From an optimization exercise on the open Yosys and OpenROAD flow, aimed at small area, a short achievable clock period and few clock cycles; shortcuts taken in it are not production practice. In this exercise RTL edits were held to simulation tests only and were not proved equivalent to the original. Power figures rest on the tool's default switching activity, not on a simulated workload.

==> flow/design.v <==
`timescale 1ns / 1ps
module ControlUnit (
    input  logic        clk,
    input  logic [31:0] instrCode,
    input  logic [31:0] pc,
    input  logic        ex_fwdEn,
    input  logic        ex_isL,
    input  logic [ 4:0] ex_rd,
    input  logic        m_fwdEn,
    input  logic [ 4:0] m_rd,
    input  logic [31:0] m_wb,
    input  logic        rf_we,
    output logic [31:0] a,
    output logic [31:0] b,
    output logic [31:0] c,
    output logic        fwdA,
    output logic        fwdB,
    output logic        fwdC,
    output logic        cin,
    output logic [ 2:0] op,
    output logic        sra,
    output logic        predTaken,
    output logic        wr,
    output logic        isL,
    output logic        isS,
    output logic        isB,
    output logic        isJALR,
    output logic        link,
    output logic        hazard,
    output logic [31:0] nextPc
);
    wire [6:0] opcode = instrCode[6:0];
    wire [2:0] f3     = instrCode[14:12];
    wire [4:0] rs1    = instrCode[19:15];
    wire [4:0] rs2    = instrCode[24:20];
    wire [4:0] rd     = instrCode[11:7];
    wire isR   = (opcode == 7'b0110011);
    wire isI   = (opcode == 7'b0010011);
    wire isLUI = (opcode == 7'b0110111);
    wire isAUI = (opcode == 7'b0010111);
    wire isJAL = (opcode == 7'b1101111);
    assign isL    = (opcode == 7'b0000011);
    assign isS    = (opcode == 7'b0100011);
    assign isB    = (opcode == 7'b1100011);
    assign isJALR = (opcode == 7'b1100111);
    assign link   = isJAL | isJALR;
    assign wr     = (isR | isI | isL | isLUI | isAUI | isJAL | isJALR) & (rd != 5'd0);
    wire [31:0] immI = {{20{instrCode[31]}}, instrCode[31:20]};
    wire [31:0] immS = {{20{instrCode[31]}}, instrCode[31:25], instrCode[11:7]};
    wire [31:0] immB = {{20{instrCode[31]}}, instrCode[7], instrCode[30:25], instrCode[11:8], 1'b0};
    wire [31:0] immU = {instrCode[31:12], 12'b0};
    wire [31:0] immJ = {{12{instrCode[31]}}, instrCode[19:12], instrCode[20], instrCode[30:21], 1'b0};
    wire [31:0] pcImm = pc + (instrCode[3] ? immJ : immB);
    wire [31:0] pc4   = pc + 32'd4;
    assign predTaken = isJAL | (isB & instrCode[31]);
    assign nextPc    = predTaken ? pcImm : pc4;
    logic [31:0] rd1, rd2, v1, v2;
    RegisterFile U_RegFile (
        .clk(clk),
        .we (rf_we),
        .RA1(rs1),
        .RA2(rs2),
        .WA (m_rd),
        .WD (m_wb),
        .RD1(rd1),
        .RD2(rd2)
    );
    wire e1 = ex_fwdEn && ex_rd == rs1;
    wire e2 = ex_fwdEn && ex_rd == rs2;
    wire m1 = m_fwdEn && m_rd == rs1;
    wire m2 = m_fwdEn && m_rd == rs2;
    assign v1 = m1 ? m_wb : rd1;
    assign v2 = m2 ? m_wb : rd2;
    wire use1 = ~(isLUI | isAUI | isJAL);
    wire use2 = isR | isS | isB;
    assign hazard = ex_isL & ((e1 & use1) | (e2 & use2));
    assign fwdA   = e1 & use1;
    assign fwdB   = e2 & (isR | isB);
    assign fwdC   = e2 & isS;
    wire isSltx = (f3 == 3'b010) | (f3 == 3'b011);
    assign cin = isB | (isR & ((f3 == 3'b000) & instrCode[30] | isSltx)) | (isI & isSltx);
    logic [31:0] bsel;
    always_comb begin
        if (isR | isB) bsel = v2;
        else if (isLUI | isAUI) bsel = immU;
        else if (isS) bsel = immS;
        else bsel = immI;
    end
    assign b   = bsel ^ {32{cin}};
    assign a   = isAUI ? pc : (isLUI ? 32'd0 : v1);
    assign c   = isS ? v2 : ((predTaken | isJALR) ? pc4 : pcImm);
    assign op  = (isR | isI) ? f3 : 3'd0;
    assign sra = instrCode[30];
endmodule
`timescale 1ns / 1ps
module DataPath (
    input  logic        valid,
    input  logic [31:0] a_id,
    input  logic [31:0] b_id,
    input  logic [31:0] c_id,
    input  logic        fwdA,
    input  logic        fwdB,
    input  logic        fwdC,
    input  logic [31:0] fwdValue,
    input  logic        cin,
    input  logic [ 2:0] op,
    input  logic        sra,
    input  logic [ 2:0] f3,
    input  logic        isB,
    input  logic        isJALR,
    input  logic        link,
    input  logic        predTaken,
    output logic [31:0] result,
    output logic [31:0] data,
    output logic        redirect,
    output logic [31:0] target
);
    logic [31:0] a, b, c;
    assign a    = fwdA ? fwdValue : a_id;
    assign b    = fwdB ? (fwdValue ^ {32{cin}}) : b_id;
    assign c    = fwdC ? fwdValue : c_id;
    assign data = c;
    logic [31:0] sum;
    assign sum = a + b + {31'd0, cin};
    logic [31:0] cl, ce;
    always_comb begin
        for (int i = 0; i < 32; i++) begin
            cl[i] = ~a[i] & ~b[i];     
            ce[i] = a[i] ^ b[i];       
        end
    end
    logic [15:0] l1, e1;
    logic [7:0]  l2, e2;
    logic [3:0]  l3, e3;
    logic [1:0]  l4, e4;
    always_comb begin
        for (int i = 0; i < 16; i++) begin
            l1[i] = cl[2*i+1] | (ce[2*i+1] & cl[2*i]);
            e1[i] = ce[2*i+1] & ce[2*i];
        end
        for (int i = 0; i < 8; i++) begin
            l2[i] = l1[2*i+1] | (e1[2*i+1] & l1[2*i]);
            e2[i] = e1[2*i+1] & e1[2*i];
        end
        for (int i = 0; i < 4; i++) begin
            l3[i] = l2[2*i+1] | (e2[2*i+1] & l2[2*i]);
            e3[i] = e2[2*i+1] & e2[2*i];
        end
        for (int i = 0; i < 2; i++) begin
            l4[i] = l3[2*i+1] | (e3[2*i+1] & l3[2*i]);
            e4[i] = e3[2*i+1] & e3[2*i];
        end
    end
    wire eq  = e4[1] & e4[0];
    wire ltu = l4[1] | (e4[1] & l4[0]);
    wire lt  = ce[31] ? ltu : a[31];
    logic [31:0] alu, shIn, shOut, shRev;
    wire         isSll = (op == 3'd1);
    always_comb begin
        for (int i = 0; i < 32; i++) shIn[i] = isSll ? a[31-i] : a[i];
    end
    wire         fill = sra & a[31] & ~isSll;
    assign shOut = 32'($signed({fill, shIn}) >>> b[4:0]);
    always_comb begin
        for (int i = 0; i < 32; i++) shRev[i] = shOut[31-i];
    end
    always_comb begin
        case (op)
            3'd0:  alu = sum;
            3'd1:  alu = shRev;
            3'd2:  alu = {31'd0, lt};
            3'd3: alu = {31'd0, ltu};
            3'd4:  alu = a ^ b;
            3'd5:   alu = shOut;
            3'd6:   alu = a | b;
            default: alu = a & b;
        endcase
    end
    assign result = link ? c : alu;
    logic taken;
    always_comb begin
        case (f3)
            3'b000:    taken = eq;
            3'b001:    taken = ~eq;
            3'b100:    taken = lt;
            3'b101:    taken = ~lt;
            3'b110:   taken = ltu;
            3'b111:   taken = ~ltu;
            default: taken = 1'b0;
        endcase
    end
    assign redirect = valid & (isJALR | (isB & (taken != predTaken)));
    assign target   = isJALR ? sum : c;
endmodule
module RegisterFile (
    input  logic        clk,
    input  logic        we,
    input  logic [ 4:0] RA1,
    input  logic [ 4:0] RA2,
    input  logic [ 4:0] WA,
    input  logic [31:0] WD,
    output logic [31:0] RD1,
    output logic [31:0] RD2
);
    logic [31:0] mem[1:31];
    always_ff @(posedge clk) begin
        if (we && WA != 5'd0) mem[WA] <= WD;
    end
    always_comb begin
        RD1 = 32'd0;
        RD2 = 32'd0;
        for (int i = 1; i < 32; i++) begin
            RD1 = RD1 | (mem[i] & {32{RA1 == 5'(i)}});
            RD2 = RD2 | (mem[i] & {32{RA2 == 5'(i)}});
        end
    end
endmodule
`timescale 1ns / 1ps
module CPU_RV32I (
    input  logic        clk,
    input  logic        reset,
    input  logic [31:0] instrCode,
    output logic [31:0] instrMemAddr,
    output logic        busWe,
    output logic [31:0] busAddr,
    output logic [31:0] busWData,
    input  logic [31:0] busRData,
    output logic        transfer,
    input  logic        ready
);
    logic [31:0] pc;
    logic [31:0] id_a, id_b, id_c;
    logic        id_cin, id_predTaken, id_wr, id_isL, id_isS, id_isB, id_isJALR, id_link, id_sra;
    logic        id_fwdA, id_fwdB, id_fwdC;
    logic [ 2:0] id_op;
    logic [31:0] id_nextPc;
    logic        id_hazard;
    logic        ex_valid;
    logic [31:0] ex_a, ex_b, ex_c;
    logic        ex_cin, ex_predTaken, ex_wr, ex_isL, ex_isS, ex_isB, ex_isJALR, ex_link, ex_sra;
    logic        ex_fwdA, ex_fwdB, ex_fwdC;
    logic [ 2:0] ex_op, ex_f3;
    logic [ 4:0] ex_rd;
    logic [31:0] ex_result, ex_target, ex_data;
    logic        ex_redirect;
    logic        m_valid, m_transfer, m_wr, m_isL, m_isS;
    logic [31:0] m_result, m_data;
    logic [ 4:0] m_rd;
    logic [31:0] m_wb;
    logic        stall, rf_we;
    assign stall = m_transfer & ~ready;
    assign m_wb  = m_isL ? busRData : m_result;
    assign rf_we = m_valid & m_wr & ~stall;
    ControlUnit U_ControlUnit (
        .clk        (clk),
        .instrCode  (instrCode),
        .pc         (pc),
        .ex_fwdEn   (ex_valid & ex_wr),
        .ex_isL     (ex_isL),
        .ex_rd      (ex_rd),
        .m_fwdEn    (m_valid & m_wr),
        .m_rd       (m_rd),
        .m_wb       (m_wb),
        .rf_we      (rf_we),
        .a          (id_a),
        .b          (id_b),
        .c          (id_c),
        .fwdA       (id_fwdA),
        .fwdB       (id_fwdB),
        .fwdC       (id_fwdC),
        .cin        (id_cin),
        .op         (id_op),
        .sra        (id_sra),
        .predTaken  (id_predTaken),
        .wr         (id_wr),
        .isL        (id_isL),
        .isS        (id_isS),
        .isB        (id_isB),
        .isJALR     (id_isJALR),
        .link       (id_link),
        .hazard     (id_hazard),
        .nextPc     (id_nextPc)
    );
    always_ff @(posedge clk, posedge reset) begin
        if (reset) begin
            pc         <= 32'd0;
            ex_valid   <= 1'b0;
            m_valid    <= 1'b0;
            m_transfer <= 1'b0;
        end else if (!stall) begin
            m_valid    <= ex_valid;
            m_transfer <= ex_valid & (ex_isL | ex_isS);
            if (ex_redirect) begin
                pc       <= ex_target;
                ex_valid <= 1'b0;
            end else if (id_hazard) begin
                ex_valid <= 1'b0;
            end else begin
                pc       <= id_nextPc;
                ex_valid <= 1'b1;
            end
        end
    end
    always_ff @(posedge clk) begin
        if (!stall) begin
            ex_a         <= id_a;
            ex_b         <= id_b;
            ex_c         <= id_c;
            ex_fwdA      <= id_fwdA;
            ex_fwdB      <= id_fwdB;
            ex_fwdC      <= id_fwdC;
            ex_cin       <= id_cin;
            ex_op        <= id_op;
            ex_f3        <= instrCode[14:12];
            ex_sra       <= id_sra;
            ex_rd        <= instrCode[11:7];
            ex_predTaken <= id_predTaken;
            ex_wr        <= id_wr;
            ex_isL       <= id_isL;
            ex_isS       <= id_isS;
            ex_isB       <= id_isB;
            ex_isJALR    <= id_isJALR;
            ex_link      <= id_link;
            m_result     <= ex_result;
            m_data       <= ex_data;
            m_rd         <= ex_rd;
            m_wr         <= ex_wr;
            m_isL        <= ex_isL;
            m_isS        <= ex_isS;
        end
    end
    assign instrMemAddr = pc;
    DataPath U_DataPath (
        .valid     (ex_valid),
        .a_id      (ex_a),
        .b_id      (ex_b),
        .c_id      (ex_c),
        .fwdA      (ex_fwdA),
        .fwdB      (ex_fwdB),
        .fwdC      (ex_fwdC),
        .fwdValue  (m_result),
        .cin       (ex_cin),
        .op        (ex_op),
        .sra       (ex_sra),
        .f3        (ex_f3),
        .isB       (ex_isB),
        .isJALR    (ex_isJALR),
        .link      (ex_link),
        .predTaken (ex_predTaken),
        .result    (ex_result),
        .data      (ex_data),
        .redirect  (ex_redirect),
        .target    (ex_target)
    );
    assign transfer = m_transfer;
    assign busWe    = m_isS;
    assign busAddr  = m_result;
    assign busWData = m_data;
endmodule
==> flow/flow/run.sh <==
#!/bin/bash
set -euo pipefail
bash standard.sh SETUP_SLACK_MARGIN=5.5 finish > flow_make.log 2>&1
==> flow/standard.sh <==
#!/bin/bash
# synth_recipe.tcl (not shown) runs the flow's synth.tcl, then flattens the netlist and writes it again
# the make line also repeats each setting of config.mk as NAME=value (left out here)
make -C /OpenROAD-flow-scripts/flow DESIGN_CONFIG=/design/flow/config.mk WORK_HOME=/design/flow/orfs CLKGATE_MAP_FILE= SYNTH_SCRIPT=/design/flow/synth_recipe.tcl "${@:-finish}"
==> flow/config.mk <==
export PLATFORM = sky130hd
export DESIGN_NAME = CPU_RV32I
export DESIGN_NICKNAME = CPU_RV32I
export VERILOG_FILES = /design/flow/design.v
export SDC_FILE = /design/flow/constraint.sdc
export NUM_CORES = 4
export LEC_CHECK = 0
export CAP_MARGIN = 20
export CORE_MARGIN = 2
export CORE_UTILIZATION = 45
export CTS_CLUSTER_DIAMETER = 150
export CTS_CLUSTER_SIZE = 20
export PLACE_DENSITY = 0.6
export SLEW_MARGIN = 20
==> flow/constraint.sdc <==
create_clock -name core_clock -period 10.0 [get_ports {clk}]
set_input_delay 2.0000 -clock core_clock [delete_from_list [all_inputs] [get_ports {clk}]]
set_output_delay 2.0000 -clock core_clock [all_outputs]
set_load 0.01 [all_outputs]
==> run notes, run 1 <==
- The flow ran to the end and the layout has no timing, DRC or antenna violations.
- The congestion estimate from routability-driven global placement came to 1.05.
- Data on the critical path is required at its endpoint by 10410 ps.
- In the synthesized netlist, the number of instances is 5142.
- From synthesis to final layout, the design area changed by 17.0%.
- The floorplan has 136 rows.
- The post-synthesis adder-cell area fraction is 2.00%.
- The first detailed-routing pass ran for 12 iterations.
- Among the stages of the critical path, the cell type that occurs most often is sky130_fd_sc_hd__nand4_1.
- The final hold violation count is 0.
- The detailed-route via count is 55939.
- The leakage power of the design is 0.0244 uW.
- During synthesis, Yosys emitted a total of 4 warnings.
- Setup repair after global routing could not meet its margin everywhere.
- Of the total synthesized cell area, the portion taken by XOR and XNOR cells is 2.41%.
- The netlist area before placement is 62300 um^2.
- The clock tree from TritonCTS is done.
- The critical path starts at instrCode[17].
- For this configuration, the core starts out at a cell density of 45.3%.
- The worst ir drop on vdd is 0.154 mV.
- The class of the worst hold path is reg -> reg.
- After the last flow step, the layout net total stands at 5526.
- The layout has 11665 filler cells.
- The final cell utilization of the core is 53.1%.
- The synthesized-area fraction occupied by ao, oa, aoi and oai cells is 20.0%.
- In this run the worst path has a maximum fanout of 37.
- For this design the ratio of total power to cell area is 273 nW/um^2.
- The most used flip-flop cell after synthesis is sky130_fd_sc_hd__edfxtp_1.
- The routed design could run at a clock period as short as 4740 ps.
- The synthesized design contains 1218 register bits.
- The share of the yosys chip area belonging to registers is 58.4%.
- In this run the tool buffered the top-level ports with 164 buffer cells.
- The number of distinct library cell variants in the gate-level netlist after synthesis is 98.
- Clock latency on the worst-skew pair, taken at its later pin, is 760 ps.
- The worst register-to-register path begins at ex_op[1].
- The number of maximum-capacitance constraint violations is 0.
- The worst-path cell with the longest stage delay is sky130_fd_sc_hd__or3_4.
- Setup violations remaining at the end of the flow were counted as 0.
- The hold path startpoint is ex_isS.
- The average wire length per cell after detail routing is 46.4 um.
- The number of antenna violations at the first check in global routing is 15.
- The number of synthesized flops with an enable pin is 1183.
- The largest single stage delay on the critical path is 550 ps.
- For the pin with the worst max-slew slack, the measured transition is 1180 ps.
- Clock tree synthesis found a total of 1218 sinks.
- In this run, the number of DRC markers left after iteration 0 of detailed routing was 10947.
- The clock transition at the registers of the reported paths is 100 ps.
- Cells with a size suffix above 1 make up 17.6% of the layout.
- Between clock sinks in the finished design, the worst skew comes to 58.5 ps.
- The worst setup path is captured at a register.
- The number of slew-limit violations in the final report was 0.
- Global routing finished with a remaining overflow of 0.
- The worst setup path is launched from an input pin.
- The maximum number of pins on one net before global-route repair is 130.
- The depth of the CTS H-tree is 3.
- The wire length of the first global-routing pass is 440000 um.
- The library cell used as clock root buffer is sky130_fd_sc_hd__clkbuf_16.
- The number of clock buffers inserted by TritonCTS is 71.
- For this run, the total global-route usage over all layers was measured as 45.3%.
- The area of the core is 137000 um^2.
- The synthesized netlist net count is 5307.
- The width of the die is 376 um.
- The fmax is 211 MHz.
- Wires add up to 333000 um.
- In the synthesized netlist the async set-or-reset flop fraction comes to 2.87%.
- The summed negative setup slack over all endpoints is 0 ps.
- The die footprint is 142000 um^2.
- The worst setup path is of the in -> reg kind.
- The via count of the first global-routing pass is 51726.
- The arrival time of data at the critical path endpoint is 5150 ps.
- Measured against its own limit, the worst slew margin works out to 21.1%.
- The number of I/O pins is 165.
- Traced cell by cell, the critical path runs through buf_2 > bufbuf_16 > buf_4 > xnor2_1 > nand4_1 > or3_4 > buf_6 > nand4_1 > o22ai_2 > o21ai_0.
- The post-synthesis area per instance is 12.1 um^2.
- Measured along the y axis, the die boundary spans 376 um.
- By area, the combinational part of the netlist is dominated by compound AO/OA/AOI/OAI gates.
- Once detail routing completed, the nets flagged for antenna violations numbered 0.
- The clock passes through at most 3 buffers.
- Using the TritonRoute via totals, the vias-per-cell ratio works out to 7.79.
- The number of remaining DRC errors is 0.
- The fraction of the mapped netlist area in simple logic gates is 9.15%.
- Detailed placement finished with a half-perimeter wire length of 201000 um.
- After synthesis, the share of cell area in mux cells is 4.67%.
- Of the available clock period, the critical path in the final layout requires 47.4%.
[cells in the mapped netlist (137+ instances only)]
library cell	instances	share of area, %
sky130_fd_sc_hd__a21oi_1	263	2.1
sky130_fd_sc_hd__a221oi_1	257	3.6
sky130_fd_sc_hd__a22o_1	217	3.0
sky130_fd_sc_hd__a22oi_1	467	5.6
sky130_fd_sc_hd__clkbuf_1	279	1.7
sky130_fd_sc_hd__edfxtp_1	1183	57
sky130_fd_sc_hd__mux2i_1	163	2.6
sky130_fd_sc_hd__nand2_1	238	1.4
sky130_fd_sc_hd__nand3_1	152	1.2
sky130_fd_sc_hd__nand4_1	149	1.5
sky130_fd_sc_hd__nor2_1	388	2.3
sky130_fd_sc_hd__o21ai_0	137	1.1
[kinds of logic after synthesis]
family                     count (synthesis)
AOI/OAI and AO/OA                       1688
xor gates and xnor gates                 171
adders and majority gates                 98
buffers and inverters                    510
DFF                                     1218
muxes                                    272
and+or+nand+nor                         1185
[power breakdown]
part           switching [uW]  internal, uW
clock                    1780          1350
combinational            6020          3150
sequential                628          6960
[worst max-delay path: cells and delay by family]
family                 cells  cell delay [ps]
buffers and inverters      4             1310
AO/OA/AOI/OAI              2              720
AND/OR/NAND/NOR            3              930
XOR/XNOR                   1               90
[through the flow]
step                      setup WS [ps]  power, uW  area, um^2  hold slack (ps)  cells
final                              5260      19900       72900              453   7183
after global routing               5400      20300       72900              485   7169
after CTS                          5380      19000       71200              456   7094
after detailed placement           2900      15500       66700              436   6870
after global placement             2880      15500       66700              445   6869
after floorplan                    5290      12000       62600              421   5142
[final timing paths]
kind	endpoint	depth (start not counted)	slack (ps)
max in group asynchronous	pc[19]	3	7920
min reg2reg	m_isS	0	450
min in group asynchronous	pc[6]	3	1710
max reg2reg	m_result[25]	9	5450
min	m_isS	0	450
max	ex_a[18]	10	5260
[state kept, by name (all words and copies together), names as in the netlist, 3 cells and up]
register                     count
U_ControlUnit.U_RegFile.mem    992
ex_b                            32
ex_op                            3
pc                              32
ex_c                            32
m_rd                             5
ex_f3                            3
m_result                        32
m_data                          32
ex_a                            32
ex_rd                            5
[layer usage]
metal,track usage (%),vias up,part of all wire (%)
li1,-,21070,-
met1,53.0,27092,32
met2,65.9,5758,41
met3,17.7,2003,15
met4,37.2,16,11
met5,0.137,-,0.11
[area by class of cell]
type / instances / area, um^2 / area share, %
Antenna cell: 14 / 35.0 / 0.0480
Tap cell: 1794 / 2240 / 3.08
Multi-Input combinational cell: 3418 / 26400 / 36.3
Timing Repair Buffer: 535 / 5310 / 7.28
Clock inverter: 6 / 108 / 0.148
Timing Repair inverter: 1 / 5.00 / 0.00686
Sequential cell: 1218 / 36400 / 49.9
Inverter: 116 / 513 / 0.703
Clock buffer: 81 / 1880 / 2.57
[placed cells by master (no fill, tap or decap), types with 89 or more instances in the layout]
cell type,netlist,layout
sky130_fd_sc_hd__xnor2_1,128,122
sky130_fd_sc_hd__a21oi_1,263,231
sky130_fd_sc_hd__nand4_1,149,149
sky130_fd_sc_hd__mux2_2,93,89
sky130_fd_sc_hd__clkdlybuf4s50_1,0,139
sky130_fd_sc_hd__mux2i_1,163,139
sky130_fd_sc_hd__nor2_1,388,285
sky130_fd_sc_hd__nand2_1,238,227
sky130_fd_sc_hd__buf_4,9,285
sky130_fd_sc_hd__edfxtp_1,1183,1183
sky130_fd_sc_hd__a22oi_1,467,467
sky130_fd_sc_hd__o21ai_0,137,130
sky130_fd_sc_hd__nor2_4,0,101
sky130_fd_sc_hd__inv_1,107,104
sky130_fd_sc_hd__nand3_1,152,148
sky130_fd_sc_hd__a221oi_1,257,252
sky130_fd_sc_hd__a22o_1,217,217
[timing repair]
item,4_1_cts,5_1_grt
buffers inserted,126,68
setup endpoints to repair,159,186
pin swaps,65,54
gates cloned,11,7
hold buffers,0,0
gates resized for setup,314,209
Testbench counts, summed over its fixed seeds: cycles 27,384.
==> inputs of run 2 (changes only) <==
--- a/flow/config.mk
+++ b/flow/config.mk
@@ -10,5 +10,5 @@
 export CORE_UTILIZATION = 45
 export CTS_CLUSTER_DIAMETER = 150
 export CTS_CLUSTER_SIZE = 20
-export PLACE_DENSITY = 0.6
+export PLACE_DENSITY = 0.7
 export SLEW_MARGIN = 20
==> run 2 against run 1 <==
  * Still clean
  * Non-clock buffer count decreased by 37
  * Core utilization shrank 0.34 points
  * Flip-flop and latch count unchanged
  * Critical path type unchanged
  * Largest power group unchanged
  * Highest routed layer unchanged
==> run notes, run 2 <==
- Result of the run: finished clean (unchanged).
- The library cell occupying the most area in the post-synthesis netlist was sky130_fd_sc_hd__edfxtp_1 (unchanged).
- The relative slew slack is 13.9% (was 21.1%).
- The number of I/O pins is 165 (unchanged).
- Cell types occupying the most area after synthesis: sky130_fd_sc_hd__edfxtp_1 (57%), sky130_fd_sc_hd__a22oi_1 (5.6%), sky130_fd_sc_hd__a221oi_1 (3.6%) (unchanged).
- The register bit total from synthesis is 1218 (unchanged).
- The residual antenna-violating net count after detailed routing came to 0 (unchanged).
- The transition time at the pin with the least slew margin was 1290 ps (was 1180 ps).
- The post-synthesis area per instance is 12.1 um^2 (unchanged).
- The die footprint is 142000 um^2 (unchanged).
- The maximum number of pins on one net before global-route repair was 81 (was 130).
- The number of maximum-capacitance constraint violations was 0 (unchanged).
- The sum of overflow across all layers after global routing is 0 (unchanged).
- The cell family with the largest share of critical-path delay is buffers and inverters (unchanged).
- The placed cell count came to 6865 (was 6870).
- The clock latency on the worst-skew pair is 780 ps (was 760 ps).
- The summed negative setup slack over all endpoints is 0 ps (unchanged).
- The total iterations of the first detailed-routing run is 14 (was 12).
- The share of the clock period used by the worst path is 47.2% (was 47.4%).
- The worst endpoint required time is 10460 ps (was 10410 ps).
- The number of port buffers was 164 (unchanged).
- The total of endpoints with negative setup slack in the final report is 0 (unchanged).
- The shortest period the worst path allows is 4720 ps (was 4740 ps).
- The fraction of final layout cells with drive strength greater than 1 is 16.9% (was 17.6%).
- Most frequent cells after synthesis: sky130_fd_sc_hd__edfxtp_1 (1183), sky130_fd_sc_hd__a22oi_1 (467), sky130_fd_sc_hd__nor2_1 (388), sky130_fd_sc_hd__clkbuf_1 (279), sky130_fd_sc_hd__a21oi_1 (263) (unchanged).
- The wire length of the first global-routing pass is 444000 um (was 440000 um).
- The final hold violation count is 0 (unchanged).
- The total detailed-routing wirelength was 335000 um (was 333000 um).
- The number of nets in the layout is 5489 (was 5526).
- The class of the worst hold path is reg -> reg (unchanged).
- The buffering stage count on the worst path with inverters included is 4 (unchanged).
- Worst-path cell chain: dlygate4sd2_1 > buf_12 > buf_12 > nor2_1 > nand2_4 > nor2_4 > buf_6 > a22oi_1 > nand3_1 > nor3_4 > a21oi_4 > a221oi_4 > xnor2_1 (was buf_2 > bufbuf_16 > buf_4 > xnor2_1 > nand4_1 > or3_4 > buf_6 > nand4_1 > o22ai_2 > o21ai_0).
- The flip-flop count of the largest register, all copies and words added is 992 (unchanged).
- The register with the highest flop count is U_ControlUnit.U_RegFile.mem (unchanged).
- The worst ir drop on vdd was 0.147 mV (was 0.154 mV).
- The library cell used as clock root buffer is sky130_fd_sc_hd__clkbuf_16 (unchanged).
- The synthesized-area fraction occupied by ao, oa, aoi and oai cells is 20.0% (unchanged).
- The number of remaining DRC errors is 0 (unchanged).
- The placer's final routability congestion estimate is 1.09 (was 1.05).
- The relative area change from synthesis to final layout is 16.3% (was 17.0%).
- The number of distinct library cell variants in the gate-level netlist after synthesis is 98 (unchanged).
- The primary flip-flop cell chosen by synthesis mapping is sky130_fd_sc_hd__edfxtp_1 (unchanged).
- The arrival time of data at the critical path endpoint is 5180 ps (was 5150 ps).
- The DRC violation total after the first TritonRoute iteration came to 13357 (was 10947).
- The number of slew-limit violations in the final report was 0 (unchanged).
- Unrepaired setup endpoints after global routing: yes (unchanged).
- The netlist area before placement is 62300 um^2 (unchanged).
- The CTS sink count is 1218 (unchanged).
- The worst-path cell with the longest stage delay is sky130_fd_sc_hd__nor2_4 (was sky130_fd_sc_hd__or3_4).
- Top library cells by usage in the layout, fill and taps aside: sky130_fd_sc_hd__edfxtp_1 (1183), sky130_fd_sc_hd__a22oi_1 (467), sky130_fd_sc_hd__nor2_1 (281) (was sky130_fd_sc_hd__edfxtp_1 (1183), sky130_fd_sc_hd__a22oi_1 (467), sky130_fd_sc_hd__nor2_1 (285), sky130_fd_sc_hd__buf_4 (285), sky130_fd_sc_hd__a221oi_1 (252)).
- The share of Yosys cell area claimed by the top area cell type came to 57.0% (unchanged).
- The clock tree from TritonCTS is done (unchanged).
- The number of antenna violations at the first check in global routing is 34 (was 15).
- The largest stage delay on the critical path came to 460 ps (was 550 ps).
- The nature of the critical path endpoint was a register (unchanged).
- The share of the yosys chip area belonging to registers was 58.4% (unchanged).
- The area of the core came to 137000 um^2 (unchanged).
- The final clock skew is 41.8 ps (was 58.5 ps).
- The clock transition at the registers of the reported paths is 90 ps (was 100 ps).
- The most frequently used cell type in the post-synthesis netlist is sky130_fd_sc_hd__edfxtp_1 (unchanged).
- The number of synthesized flops with an enable pin came to 1183 (unchanged).
- The global-route usage over all layers is 45.7% (was 45.3%).
- The xor and xnor fraction of the mapped netlist area is 2.41% (unchanged).
- The depth of the CTS H-tree is 3 (unchanged).
- The total of warnings raised by yosys was 4 (unchanged).
- The number of standard cells after synthesis was 5142 (unchanged).
- The post-synthesis adder-cell area fraction was 2.00% (unchanged).
- The width of the die is 376 um (unchanged).
- The synthesized netlist net count is 5307 (unchanged).
- The fmax is 212 MHz (was 211 MHz).
- The combinational family with the most area after synthesis is compound AO/OA/AOI/OAI gates (unchanged).
- The power density over cell area is 271 nW/um^2 (was 273 nW/um^2).
- The die boundary height is 376 um (unchanged).
- The detailed-route via count was 57856 (was 55939).
- The starting utilization of the core area is 45.3% (unchanged).
- The top fanout value on the critical path came to 24 (was 37).
- The leakage power of the design came to 0.0241 uW (was 0.0244 uW).
- The commonest non-fill, non-tap cell in the layout is sky130_fd_sc_hd__edfxtp_1 (unchanged).
- The maximum buffer depth of the clock tree came to 3 (unchanged).
- The estimated wirelength of the detail-placed design came to 196000 um (was 201000 um).
- The average vias per placed instance is 8.07 (was 7.79).
- The fraction of the mapped netlist area in simple logic gates is 9.15% (unchanged).
- The most used cell along the critical path is sky130_fd_sc_hd__buf_12 (was sky130_fd_sc_hd__nand4_1).
- The via count of the first global-routing pass is 52576 (was 51726).
- The critical path launch point type is an input pin (unchanged).
- The proportion of synthesized area in mux cells is 4.67% (unchanged).
- The fraction of registers with async set or reset after synthesis is 2.87% (unchanged).
- The number of cells in the finished layout apart from fillers is 7165 (was 7183).
- The critical setup path kind is in -> reg (unchanged).
- The average wire length per cell after detail routing is 46.7 um (was 46.4 um).
- The number of clock buffers inserted by TritonCTS is 71 (unchanged).
- The number of buffers inserted for hold repair after clock tree synthesis was 0 (unchanged).
- The number of standard-cell rows in the floorplan is 136 (unchanged).
-- run 2: where the power goes --
part	total, uW	switching [uW]	internal (uW)	leakage (uW)
sequential	7690	734	6960	0.0114
combinational	8830	5850	2990	0.0118
clock	3120	1800	1320	0.000958
total	19600	8380	11300	0.0241
-- run 2: timing repair --
action | 4_1_cts | 5_1_grt
gates resized for setup | 310 | 182
cloned | 10 | 2
endpoints found under the setup margin | 283 | 153
pin swaps | 77 | 43
setup buffers | 133 | 35
-- run 2: final timing paths --
| path | from | endpoint | slack [ps] | depth (start not counted) |
|---|---|---|---|---|
| setup / recovery | instrCode[22] | ex_b[18] | 5280 | 13 |
| min in group asynchronous | reset | pc[29] | 1690 | 3 |
| setup reg to reg | ex_op[0] | m_result[19] | 5420 | 11 |
| max in group asynchronous | reset | pc[7] | 7920 | 3 |
| hold / removal | ex_isS | m_isS | 470 | 0 |
| hold reg to reg | ex_isS | m_isS | 470 | 0 |
-- run 2: cell type report --
cell class | instances | area, um^2
Inverter | 116 | 472
Multi-Input combinational cell | 3418 | 26300
Clock inverter | 10 | 160
Antenna cell | 30 | 75.1
Timing Repair Buffer | 498 | 4990
Timing Repair inverter | 1 | 5.00
Tap cell | 1794 | 2240
Clock buffer | 80 | 1810
Fill cell | 11563 | 65000
Sequential cell | 1218 | 36400
-- run 2: cells by family after synthesis --
family,Yosys count
compound gates,1688
xor+xnor,171
fa+ha+maj,98
buf+inv,510
flops,1218
mux,272
simple gates,1185
-- run 2: metrics by stage --
step                util (%)  total power [uW]  instance area [um^2]  hold WS [ps]  setup slack (ps)
floorplan                  -             12000                 62600           421              5290
global placement        48.5             15400                 66600           457              2990
detailed placement      48.5             15400                 66700           455              2940
CTS                     51.8             18800                 71200           477              5350
global route            52.7             20000                 72400           484              5430
finish                  52.7             19600                 72500           472              5280
-- run 2: layer usage --
metal	global-route usage, %	up-vias	share of wire [%]
met2	63.2	7027	39
met5	2.09	-	0.15
met1	52.2	27292	31
met3	22.4	2479	18
li1	-	21022	-
met4	39.8	36	12
==> inputs of run 3 (changes only) <==
==> flow/flow/run.sh (replaced) <==
#!/bin/bash
set -euo pipefail
bash standard.sh SETUP_SLACK_MARGIN=5.5 "BUFFER_PORTS_ARGS=-buffer_cell sky130_fd_sc_hd__buf_2" finish > flow_make.log 2>&1
==> run 3 against run 2 <==
  * Cell area down 3.9%
  * Global-route usage is 2.1 points lower
  * Final cell count shrank 1.8%
  * Combinational power fell by 3.2%
  * Still clean
  * Highest routed layer unchanged
==> run notes, run 3 <==
- Result of the run: finished clean (unchanged).
- The switching power total came to 8310 uW (was 8380 uW).
- The DRC violation total after the first TritonRoute iteration is 14098 (was 13357).
- The largest stage delay on the critical path is 720 ps (was 460 ps).
- The most frequently used cell type in the post-synthesis netlist is sky130_fd_sc_hd__edfxtp_1 (unchanged).
- The final hold violation count is 0 (unchanged).
- The number of buffers inserted for hold repair after clock tree synthesis is 0 (unchanged).
- The cell internal power dissipation is 10900 uW (was 11300 uW).
- The number of port buffers is 164 (unchanged).
- The critical setup path kind is in -> reg (unchanged).
- The number of slew-limit violations in the final report came to 0 (unchanged).
- The register share of total power is 39.5% (was 39.2%).
- Unrepaired setup endpoints after global routing: yes (unchanged).
- The number of I/O pins is 165 (unchanged).
- The flip-flop count of the largest register, all copies and words added is 992 (unchanged).
- The total of endpoints with negative setup slack in the final report was 0 (unchanged).
- The worst ir drop on vdd was 0.155 mV (was 0.147 mV).
- The average vias per placed instance came to 7.98 (was 8.07).
- The netlist area before placement is 62300 um^2 (unchanged).
- The number of clock buffers inserted by TritonCTS was 71 (unchanged).
- The commonest non-fill, non-tap cell in the layout was sky130_fd_sc_hd__edfxtp_1 (unchanged).
- The primary flip-flop cell chosen by synthesis mapping is sky130_fd_sc_hd__edfxtp_1 (unchanged).
- The number of synthesized flops with an enable pin is 1183 (unchanged).
- The share of the clock period used by the worst path is 47.7% (was 47.2%).
- The share of Yosys cell area claimed by the top area cell type is 57.0% (unchanged).
- The worst setup margin is 5230 ps (was 5280 ps).
- The total of fill cells in the finished design is 11808 (was 11563).
- The leakage power of the design came to 0.0232 uW (was 0.0241 uW).
- The synthesized netlist net count was 5307 (unchanged).
- The final clock skew is 55.9 ps (was 41.8 ps).
- The relative slew slack is 22.2% (was 13.9%).
- The number of nets in the layout was 5372 (was 5489).
- The nature of the critical path endpoint is a register (unchanged).
- The cell area after layout is 69600 um^2 (was 72500 um^2).
- The die footprint is 142000 um^2 (unchanged).
- The power density over cell area is 277 nW/um^2 (was 271 nW/um^2).
- The final hold slack is 486 ps (was 472 ps).
- Top library cells by usage in the layout, fill and taps aside: sky130_fd_sc_hd__edfxtp_1 (1183), sky130_fd_sc_hd__a22oi_1 (467), sky130_fd_sc_hd__nor2_1 (287) (was sky130_fd_sc_hd__edfxtp_1 (1183), sky130_fd_sc_hd__a22oi_1 (467), sky130_fd_sc_hd__nor2_1 (281)).
- The fraction of final layout cells with drive strength greater than 1 is 16.8% (was 16.9%).
- The hold-critical path depth is 0 (unchanged).
- The clock latency on the worst-skew pair is 750 ps (was 780 ps).
- The share of total power consumed by net switching is 43.1% (was 42.7%).
- The worst endpoint required time is 10540 ps (was 10460 ps).
- The residual antenna-violating net count after detailed routing is 0 (unchanged).
- The worst-path cell with the longest stage delay was sky130_fd_sc_hd__nor2_4 (unchanged).
- The logic depth of the worst register-to-register path was 12 (was 11).
- The number of standard cells after synthesis is 5142 (unchanged).
- The transition time at the pin with the least slew margin is 1170 ps (was 1290 ps).
- The width of the die is 376 um (unchanged).
- The die boundary height came to 376 um (unchanged).
- The post-synthesis area per instance was 12.1 um^2 (unchanged).
- The worst setup slack before clock tree synthesis is 3760 ps (was 2940 ps).
- The area of the core is 137000 um^2 (unchanged).
- The number of standard-cell rows in the floorplan is 136 (unchanged).
- The via count of the first global-routing pass is 51437 (was 52576).
- The estimated wirelength of the detail-placed design was 194000 um (was 196000 um).
- The number of cells on the critical path is 11 (was 13).
- The sum of overflow across all layers after global routing was 0 (unchanged).
- The wire length of the first global-routing pass is 425000 um (was 444000 um).
- The number of distinct library cell variants in the gate-level netlist after synthesis is 98 (unchanged).
- The clock tree from TritonCTS is done (unchanged).
- The instance area after placement is 65800 um^2 (was 66700 um^2).
- The depth of the CTS H-tree is 3 (unchanged).
- The relative area change from synthesis to final layout was 11.7% (was 16.3%).
- The maximum buffer depth of the clock tree was 3 (unchanged).
- Cell types occupying the most area after synthesis: sky130_fd_sc_hd__edfxtp_1 (57%), sky130_fd_sc_hd__a22oi_1 (5.6%), sky130_fd_sc_hd__a221oi_1 (3.6%) (unchanged).
- The maximum number of pins on one net before global-route repair is 81 (unchanged).
- The buffering stage count on the worst path with inverters included was 2 (was 4).
- The summed negative setup slack over all endpoints is 0 ps (unchanged).
- The library cell occupying the most area in the post-synthesis netlist is sky130_fd_sc_hd__edfxtp_1 (unchanged).
- The library cell used as clock root buffer is sky130_fd_sc_hd__clkbuf_16 (unchanged).
- The clock transition at the registers of the reported paths is 110 ps (was 90 ps).
- The cell family with the largest share of critical-path delay is simple AND/OR/NAND/NOR gates (was buffers and inverters).
- The total detailed-routing wirelength is 319000 um (was 335000 um).
- The class of the worst hold path is reg -> reg (unchanged).
- The arrival time of data at the critical path endpoint was 5310 ps (was 5180 ps).
- The post-route total power came to 19300 uW (was 19600 uW).
- The starting utilization of the core area was 45.3% (unchanged).
- The CTS sink count is 1218 (unchanged).
- The top fanout value on the critical path is 18 (was 24).
- The register with the highest flop count is U_ControlUnit.U_RegFile.mem (unchanged).
- The number of antenna violations at the first check in global routing was 28 (was 34).
- The average wire length per cell after detail routing is 45.3 um (was 46.7 um).
- The total of warnings raised by yosys is 4 (unchanged).
- The shortest period the worst path allows was 4770 ps (was 4720 ps).
- The clock power share is 16.1% (was 15.9%).
- The placer's final routability congestion estimate is 1.08 (was 1.09).
- The number of remaining DRC errors is 0 (unchanged).
- The fmax is 210 MHz (was 212 MHz).
- The register bit total from synthesis is 1218 (unchanged).
- The global-route usage over all layers is 43.6% (was 45.7%).
- The critical path launch point type is an input pin (unchanged).
- The share of the yosys chip area belonging to registers is 58.4% (unchanged).
- The power share of the combinational group is 44.4% (was 45.0%).
- The fraction of registers with async set or reset after synthesis is 2.87% (unchanged).
- Worst-path cell chain: buf_8 > or3b_2 > nor2_4 > buf_4 > a22o_1 > a221oi_1 > nand3_1 > nor2_1 > nand4_1 > o22ai_2 > o21ai_0 (was dlygate4sd2_1 > buf_12 > buf_12 > nor2_1 > nand2_4 > nor2_4 > buf_6 > a22oi_1 > nand3_1 > nor3_4 > a21oi_4 > a221oi_4 > xnor2_1).
- The number of maximum-capacitance constraint violations was 0 (unchanged).
- The detailed-route via count came to 56170 (was 57856).
- Most frequent cells after synthesis: sky130_fd_sc_hd__edfxtp_1 (1183), sky130_fd_sc_hd__a22oi_1 (467), sky130_fd_sc_hd__nor2_1 (388), sky130_fd_sc_hd__clkbuf_1 (279), sky130_fd_sc_hd__a21oi_1 (263) (unchanged).
- The total iterations of the first detailed-routing run is 17 (was 14).
-- run 3: path summary, 6_finish.rpt --
kind	to	startpoint	slack (ps)
min in group asynchronous	pc[24]	reset	1390
max reg2reg	m_result[14]	ex_op[0]	5470
min	m_isL	ex_isL	490
max in group asynchronous	pc[11]	reset	8220
max	ex_a[16]	instrCode[17]	5230
min reg2reg	m_isL	ex_isL	490
-- run 3: cell families (layout without fill, tap and decap cells) --
kind of cell	after synthesis	in the layout	share of synthesized area, %
other	0	20	0
AOI/OAI and AO/OA	1688	1690	20.0
and+or+nand+nor	1185	1187	9.15
adders and majority gates	98	98	2.00
DFF	1218	1218	58.4
muxes	272	272	4.67
xor gates and xnor gates	171	171	2.41
buffers and inverters	510	585	3.34
-- run 3: stage by stage --
step | utilization (%) | cells
finish | 50.6 | 7035
detailed placement | 47.9 | 6864
global route | 50.6 | 7019
CTS | 50.1 | 6995
global placement | 47.9 | 6863
floorplan | - | 5142
-- run 3: cell type report --
class	instances	area, um^2	share of cell area [%]
clock inverter	7	115	0.165
tap	1794	2240	3.22
antenna	20	50.0	0.0719
sequential	1218	36400	52.3
timing repair buffer	382	2780	3.99
multi-input combinational	3418	25700	36.9
inverter	116	478	0.686
clock buffer	80	1850	2.66
-- run 3: worst register-to-register path, delay by kind of cell (launching register included) --
| kind | cells | cell delay [ps] |
|---|---|---|
| AOI/OAI and AO/OA | 3 | 1040 |
| muxes | 4 | 1210 |
| DFF | 1 | 350 |
| buffers and inverters | 2 | 910 |
| and+or+nand+nor | 3 | 740 |
-- run 3: power groups by stage --
stage / registers, uW / logic, uW / clock network (uW)
2_1_floorplan: 7410 / 4580 / 0
3_3_place_gp: 7670 / 7670 / 0
3_5_place_dp: 7670 / 7710 / 0
4_1_cts: 7560 / 7980 / 3040
5_1_grt: 7610 / 8830 / 3210
6_report: 7600 / 8550 / 3100
-- run 3: repair_timing --
action | CTS | global route
resized for setup | 141 | 122
gates cloned | 4 | 1
pin swaps | 28 | 17
setup buffers | 40 | 18
setup endpoints to repair | 154 | 106
-- run 3: metal layers --
metal | up-vias | share of wire, % | global-route usage [%]
met5 | - | 0.21 | 0.823
met2 | 6505 | 40 | 60.4
met3 | 2307 | 17 | 21.3
li1 | 20780 | - | -
met4 | 26 | 12 | 35.5
met1 | 26552 | 31 | 50.9
==> inputs of run 4 (changes only) <==
--- a/flow/config.mk
+++ b/flow/config.mk
@@ -10,5 +10,5 @@
 export CORE_UTILIZATION = 45
 export CTS_CLUSTER_DIAMETER = 150
 export CTS_CLUSTER_SIZE = 20
-export PLACE_DENSITY = 0.7
+export PLACE_DENSITY = 0.6
 export SLEW_MARGIN = 20
==> run 4 against run 3 <==
  * Still clean on timing, DRC and antenna
  * Via count fell by 0.91%
  * Clock power about the same
  * Fmax hardly changed
  * Total power up 0.66%
  * Critical path type unchanged
  * Critical endpoint is now ex_b[19]
  * Largest cell class unchanged
==> run notes, run 4 <==
- The sum of overflow across all layers after global routing was 0 (unchanged).
- The relative slew slack came to 12.6% (was 22.2%).
- The number of buffers inserted for hold repair after clock tree synthesis is 0 (unchanged).
- The number of slew-limit violations in the final report was 0 (unchanged).
- The class of the worst hold path was reg -> reg (unchanged).
- Worst-path cell chain: buf_6 > nand3b_1 > buf_12 > nor2_4 > buf_8 > a22o_1 > a221oi_1 > nand3_1 > nor3_4 > a21oi_2 > a221oi_4 > xnor2_1 (was buf_8 > or3b_2 > nor2_4 > buf_4 > a22o_1 > a221oi_1 > nand3_1 > nor2_1 > nand4_1 > o22ai_2 > o21ai_0).
- The average vias per placed instance is 7.86 (was 7.98).
- The width of the die is 376 um (unchanged).
- The number of I/O pins is 165 (unchanged).
- The fraction of final layout cells with drive strength greater than 1 is 18.0% (was 16.8%).
- The register bit total from synthesis was 1218 (unchanged).
- The fmax is 210 MHz (about the same).
- The xor and xnor fraction of the mapped netlist area was 2.41% (unchanged).
- The number of standard cells after synthesis came to 5142 (unchanged).
- The placer's final routability congestion estimate is 1.06 (was 1.08).
- The number of distinct library cell variants in the gate-level netlist after synthesis came to 98 (unchanged).
- The area of the core is 137000 um^2 (unchanged).
- The proportion of synthesized area in mux cells came to 4.67% (unchanged).
- The clock latency on the worst-skew pair is 730 ps (was 750 ps).
- The post-synthesis area per instance is 12.1 um^2 (unchanged).
- The share of the clock period used by the worst path was 47.7% (about the same).
- The global-route usage over all layers came to 45.1% (was 43.6%).
- The number of synthesized flops with an enable pin is 1183 (unchanged).
- Cell types occupying the most area after synthesis: sky130_fd_sc_hd__edfxtp_1 (57%), sky130_fd_sc_hd__a22oi_1 (5.6%), sky130_fd_sc_hd__a221oi_1 (3.6%) (unchanged).
- The residual antenna-violating net count after detailed routing came to 0 (unchanged).
- The library cell occupying the most area in the post-synthesis netlist is sky130_fd_sc_hd__edfxtp_1 (unchanged).
- The detailed-route via count is 55657 (was 56170).
- The fraction of the mapped netlist area in simple logic gates came to 9.15% (unchanged).
- The final hold slack came to 499 ps (was 486 ps).
- The wire length of the first global-routing pass came to 436000 um (was 425000 um).
- The synthesized netlist net count is 5307 (unchanged).
- The share of Yosys cell area claimed by the top area cell type came to 57.0% (unchanged).
- The number of port buffers is 164 (unchanged).
- The total of endpoints with negative setup slack in the final report is 0 (unchanged).
- The number of clock buffers inserted by TritonCTS is 71 (unchanged).
- The number of nets in the layout is 5423 (was 5372).
- The largest stage delay on the critical path came to 480 ps (was 720 ps).
- The number of remaining DRC errors is 0 (unchanged).
- The top fanout value on the critical path is 23 (was 18).
- The number of maximum-capacitance constraint violations came to 0 (unchanged).
- The starting utilization of the core area is 45.3% (unchanged).
- The summed negative setup slack over all endpoints is 0 ps (unchanged).
- The relative area change from synthesis to final layout is 12.9% (was 11.7%).
- The die boundary height was 376 um (unchanged).
- The die footprint came to 142000 um^2 (unchanged).
- The library cell used as clock root buffer is sky130_fd_sc_hd__clkbuf_16 (unchanged).
- The total of fill cells in the finished design is 11875 (was 11808).
- The netlist area before placement came to 62300 um^2 (unchanged).
- The worst-path cell with the longest stage delay is sky130_fd_sc_hd__nor2_4 (unchanged).
- The via count of the first global-routing pass is 51198 (was 51437).
- The register with the highest flop count is U_ControlUnit.U_RegFile.mem (unchanged).
- The critical path launch point type is an input pin (unchanged).
- The power density over cell area came to 275 nW/um^2 (was 277 nW/um^2).
- The average wire length per cell after detail routing came to 46.6 um (was 45.3 um).
- The clock transition at the registers of the reported paths is 100 ps (was 110 ps).
- The maximum buffer depth of the clock tree was 3 (unchanged).
- The most frequently used cell type in the post-synthesis netlist is sky130_fd_sc_hd__edfxtp_1 (unchanged).
- The total iterations of the first detailed-routing run is 20 (was 17).
- The DRC violation total after the first TritonRoute iteration is 12621 (was 14098).
- The fraction of registers with async set or reset after synthesis is 2.87% (unchanged).
- Most frequent cells after synthesis: sky130_fd_sc_hd__edfxtp_1 (1183), sky130_fd_sc_hd__a22oi_1 (467), sky130_fd_sc_hd__nor2_1 (388), sky130_fd_sc_hd__clkbuf_1 (279), sky130_fd_sc_hd__a21oi_1 (263) (unchanged).
- The depth of the CTS H-tree is 3 (unchanged).
- The number of standard-cell rows in the floorplan came to 136 (unchanged).
- The total detailed-routing wirelength is 330000 um (was 319000 um).
- Result of the run: finished clean (unchanged).
- The total of warnings raised by yosys is 4 (unchanged).
- The final hold violation count is 0 (unchanged).
- The transition time at the pin with the least slew margin is 1310 ps (was 1170 ps).
- The primary flip-flop cell chosen by synthesis mapping is sky130_fd_sc_hd__edfxtp_1 (unchanged).
- The post-synthesis adder-cell area fraction is 2.00% (unchanged).
- Top library cells by usage in the layout, fill and taps aside: sky130_fd_sc_hd__edfxtp_1 (1183), sky130_fd_sc_hd__a22oi_1 (467), sky130_fd_sc_hd__nor2_1 (287) (unchanged).
- The commonest non-fill, non-tap cell in the layout is sky130_fd_sc_hd__edfxtp_1 (unchanged).
- The shortest period the worst path allows came to 4770 ps (about the same).
- The synthesized-area fraction occupied by ao, oa, aoi and oai cells came to 20.0% (unchanged).
- The estimated wirelength of the detail-placed design came to 197000 um (was 194000 um).
- The critical setup path kind was in -> reg (unchanged).
- The leakage power of the design is 0.0235 uW (was 0.0232 uW).
- The share of the yosys chip area belonging to registers is 58.4% (unchanged).
- The combinational family with the most area after synthesis is compound AO/OA/AOI/OAI gates (unchanged).
- The flip-flop count of the largest register, all copies and words added is 992 (unchanged).
- The nature of the critical path endpoint is a register (unchanged).
- The CTS sink count is 1218 (unchanged).
- The final clock skew was 51.9 ps (was 55.9 ps).
- The clock tree from TritonCTS is done (unchanged).
- The worst ir drop on vdd is 0.160 mV (was 0.155 mV).
- Unrepaired setup endpoints after global routing: yes (unchanged).
- The maximum number of pins on one net before global-route repair is 79 (was 81).
- The arrival time of data at the critical path endpoint came to 5240 ps (was 5310 ps).
- The worst endpoint required time is 10470 ps (was 10540 ps).
- The number of antenna violations at the first check in global routing is 20 (was 28).
[run 4: cell count changes in the layout (fill, tap and decap cells not counted), sizes merged, moves of 2 or more]
cell    delta
clkinv     -2
clkbuf     +7
bufbuf     +2
diode      -7
buf       +47
inv        +2
[run 4: repair_timing]
item                       CTS  global route
pin swaps                   25            40
resized for setup          139           174
gates cloned                 5             5
setup endpoints to repair  155           117
buffers inserted            57            54
[run 4: cells by family (layout without fill, tap and decap cells)]
group | after synthesis | after routing
xor+xnor | 171 | 171
other cells | 0 | 13
buf+inv | 510 | 642
compound gates | 1688 | 1688
fa+ha+maj | 98 | 98
flops | 1218 | 1218
simple gates | 1185 | 1187
mux | 272 | 272
[run 4: routing by layer]
layer / up-vias / part of all wire (%) / GRT usage, % / wire [um]
met2: 6095 / 40 / 63.3 / 132000
met5: - / 0.069 / 0.240 / 227
li1: 20861 / - / - / -
met3: 1980 / 16 / 18.8 / 54000
met4: 22 / 11 / 37.7 / 36600
met1: 26699 / 32 / 53.7 / 107000
[run 4: metrics by stage]
step           setup WS (ps)  instances  power (uW)  utilization (%)  cell area, um^2
6_report                5230       7083       19400             51.2            70400
4_1_cts                 5400       7011       18600             50.2            69000
3_3_place_gp            3480       6858       15300             47.8            65800
3_5_place_dp            3480       6858       15300             47.8            65800
5_1_grt                 5450       7070       19800             51.1            70300
2_1_floorplan           5290       5142       12000                -            62600
[run 4: power breakdown]
group / internal [uW] / switching (uW)
clock network: 1340 / 1790
registers: 6960 / 667
logic: 2750 / 5870
[run 4: final timing paths]
path	end	from	depth (start not counted)	slack, ps
max	ex_b[19]	instrCode[23]	12	5230
min	m_isL	ex_isL	0	500
max reg2reg	pc[12]	m_result[28]	15	5450
min reg2reg	m_isL	ex_isL	0	500
max in group asynchronous	pc[12]	reset	3	8210
min in group asynchronous	pc[3]	reset	3	1390
[run 4: layout make-up]
type                       instances  area, um^2  area share, %
antenna                           13        32.5         0.0462
clock buffer                      84        1870           2.66
clock inverter                     7         106          0.151
inverter                         116         467          0.663
multi-input combinational       3416       25900           36.8
sequential                      1218       36400           51.7
tap                             1794        2240           3.19
timing repair buffer             434        3320           4.72
timing repair inverter             1        5.00        0.00711
[run 4: worst max-delay path, delay by kind of cell]
family | cells | cell delay, ps
buf+inv | 3 | 770
compound gates | 4 | 1010
simple gates | 4 | 980
xor+xnor | 1 | 380

[separate check: timing with driven ports]
Ports are ideal in the flow. The routed layouts listed here were re-timed in OpenROAD.
Step 1 (the two cells are an assumption about what drives the block):
set clk [get_ports {clk}]
set_driving_cell -lib_cell sky130_fd_sc_hd__clkbuf_16 $clk
set_driving_cell -lib_cell sky130_fd_sc_hd__buf_2 [delete_from_list [all_inputs] $clk]
Step 2 times the ports against the registers' clock, not the clock port: input delays grow and output delays shrink by t, the midpoint of the rising clock arrivals with the driver on.
Slacks: ideal ports / drivers / drivers and shift; pairs: ideal ports / drivers.
run	t (ns)	setup WS [ns]	worst register clock-pin slew, ns
run 1	0.809	5.261 / 5.327 / 4.517	0.10 / 0.10
run 2	0.843	5.282 / 5.349 / 4.506	0.10 / 0.10
run 3	0.800	5.232 / 5.254 / 4.454	0.11 / 0.11
run 4	0.787	5.232 / 5.217 / 4.430	0.11 / 0.11
After both steps every run listed still meets setup and hold. For run 4, which loses most, drivers alone change the setup slack by -0.015 ns; drivers and shift together by -0.802 ns.
